Context: an optimization exercise on an open-source flow, tuned for small area, a short achievable clock period and few clock cycles. The choices shown serve that exercise and are no tape-out recipe.
Where RTL was checked, it was by simulation tests only, not by an equivalence proof against the original.

## Milestone_1
module Milestone_1 (
		input logic Clock_50,
		input logic Resetn,
		input logic M1_Start,
		input logic [15:0] SRAM_read_data,
		output logic M1_Finish,
		output logic [15:0] M1_write_data,
		output logic [17:0] M1_address,
		output logic M1_we_n
);
Settings: LEC_CHECK=0, CAP_MARGIN=20, CORE_MARGIN=2, CORE_UTILIZATION=40, PLACE_DENSITY=0.6, SLEW_MARGIN=20; clock period 12.0 ns.
standard.sh (not shown) runs the stock make flow with config.mk's settings and CLKGATE_MAP_FILE= SYNTH_SCRIPT=/design/flow/synth_recipe.tcl, a recipe that flattens the netlist after the stock synthesis.
==> flow/flow/run.sh <==
#!/bin/bash
# Standard layout with two changes to how it is made (the clock period and
# constraints stay the design's): timing repair aims for extra setup slack,
# and the port buffers are plain buffers (buf_2) rather than the resizer's
# default pick.
set -euo pipefail
MARGIN=${MARGIN:-8}
bash standard.sh SETUP_SLACK_MARGIN=$MARGIN "BUFFER_PORTS_ARGS=-buffer_cell sky130_fd_sc_hd__buf_2" finish > standard_flow.log 2>&1
Testbench counts at the start, summed over its fixed seeds: cycles 774,760.
Next try:
--- a/flow/design.v
+++ b/flow/design.v
@@ -12,25 +12,25 @@
 );
 localparam logic [17:0] U_BASE   = 18'd38400;
 localparam logic [17:0] V_BASE   = 18'd57600;
 localparam logic [17:0] RGB_BASE = 18'd146944;
 logic        running;
 logic [1:0]  fin_cnt;      
 logic        fin_wait;
 logic [2:0]  ph;           
 logic [7:0]  kk;
 logic        lin;          
 logic [3:0]  li;           
 logic [15:0] ypt;          
-logic [16:0] wpt;          
+logic [17:0] wpt;          
 logic ph0, ph1, ph2, ph3, ph4;
 assign ph0 = (ph == 3'd0);
 assign ph1 = (ph == 3'd1);
 assign ph2 = (ph == 3'd2);
 assign ph3 = (ph == 3'd3);
 assign ph4 = (ph == 3'd4);
 logic pair, wait_lead;
 assign pair      = (kk >= 8'd2);
 assign wait_lead = (kk == 8'd0);
 logic l0, l2, l3, l4, l5, l6, l7, l8, l9, l10, l11;
 assign l0  = lin & (li == 4'd0);
 assign l2  = lin & (li == 4'd2);
@@ -63,25 +63,25 @@
 always_ff @(posedge Clock_50 or negedge Resetn) begin
 	if (!Resetn) begin
 		running   <= 1'b0;
 		fin_wait  <= 1'b0;
 		fin_cnt   <= 2'd0;
 		M1_Finish <= 1'b0;
 		M1_we_n   <= 1'b1;
 		ph        <= 3'd0;
 		kk        <= 8'd0;
 		lin       <= 1'b0;
 		li        <= 4'd0;
 		ypt       <= 16'd0;
-		wpt       <= RGB_BASE[16:0];
+		wpt       <= RGB_BASE;
 	end else begin
 		M1_we_n <= ~is_write;
 		if (running) begin
 			if (frame_end) begin
 				running  <= 1'b0;
 				fin_wait <= 1'b1;
 			end
 			if (row_end) begin
 				ph <= 3'd0;
 				kk <= 8'd0;
 			end else if (wait_lead) begin
 				if (l9) kk <= 8'd1;
@@ -92,25 +92,25 @@
 				ph <= ph + 3'd1;
 			end
 			if (frame_end) begin
 				lin <= 1'b0;
 			end else if ((kk == 8'd160) & ph1) begin
 				lin <= 1'b1;
 				li  <= 4'd0;
 			end else if (lin) begin
 				li <= li + 4'd1;
 				if (li == 4'd11) lin <= 1'b0;
 			end
 			if (rd_y) ypt <= ypt + 16'd1;
-			if (is_write) wpt <= wpt + 17'd1;
+			if (is_write) wpt <= wpt + 18'd1;
 		end else if (fin_wait) begin
 			fin_cnt <= fin_cnt + 2'd1;
 			if (fin_cnt == 2'd1) begin
 				M1_Finish <= 1'b1;
 				fin_wait  <= 1'b0;
 			end
 		end else if (M1_Start & ~M1_Finish) begin
 			running <= 1'b1;
 			lin     <= 1'b1;
 			li      <= 4'd0;
 		end
 	end
@@ -124,25 +124,25 @@
 end
 logic sel_fv, sel_e, sel_w0, sel_w1, en_su, en_sv;
 always_ff @(posedge Clock_50) begin
 	sel_fv     <= (ph_n == 3'd2);
 	en_su      <= (ph_n == 3'd2);
 	en_sv      <= (ph_n == 3'd3);
 	sel_e      <= (ph_n == 3'd3);
 	sel_w0     <= (ph_n == 3'd0);
 	sel_w1     <= (ph_n == 3'd1);
 end
 always_ff @(posedge Clock_50) begin
 	if (is_write)
-		M1_address <= {1'b1, wpt};
+		M1_address <= wpt;
 	else if (rd_u | rd_v)
 		M1_address <= uv_addr;
 	else
 		M1_address <= {2'd0, ypt};
 end
 logic [7:0]  wu0, wu1, wu2, wu3, wu4, wu5;    
 logic [7:0]  wv0, wv1, wv2, wv3, wv4, wv5;    
 logic [7:0]  pend_h, pend_l;                   
 logic [15:0] y_reg;
 logic [8:0]  su, sv;                           
 logic        nu, nv;                           
 logic [7:0]  b0_reg;
Cell area is about the same.
Via count increases by 1.1%.
Maximum frequency decreases by 0.80%.
Routed wire length increases by 0.99%.
Die area decreases by 0.35%.
Function not checked in the second run of this note: the RTL went through the layout flow alone.

-- static timing again, ports no longer ideal --
In the flow no input, the clock included, has a driving cell. The finished layouts below were timed again as built, in two steps.
Step 1, drivers: a clkbuf_16 drives Clock_50 and a buf_2 each remaining input, both assumed.
Step 2, shift: input delay + t, output delay - t, t = (earliest + latest rising clock arrival at the registers) / 2. This alone moves slack from input paths to output paths.
Three values: ideal, step 1, step 2; two values: the first two.
run | t (ns) | setup WS [ns] | worst setup path after step 2 | worst register clock-pin slew, ns
the first run | 0.619 | 8.121 / 8.121 / 8.121 | register to register | 0.06 / 0.06
the second run | 0.619 | 8.090 / 8.090 / 8.090 | register to register | 0.07 / 0.07
After both steps setup and hold are still met in every run listed.
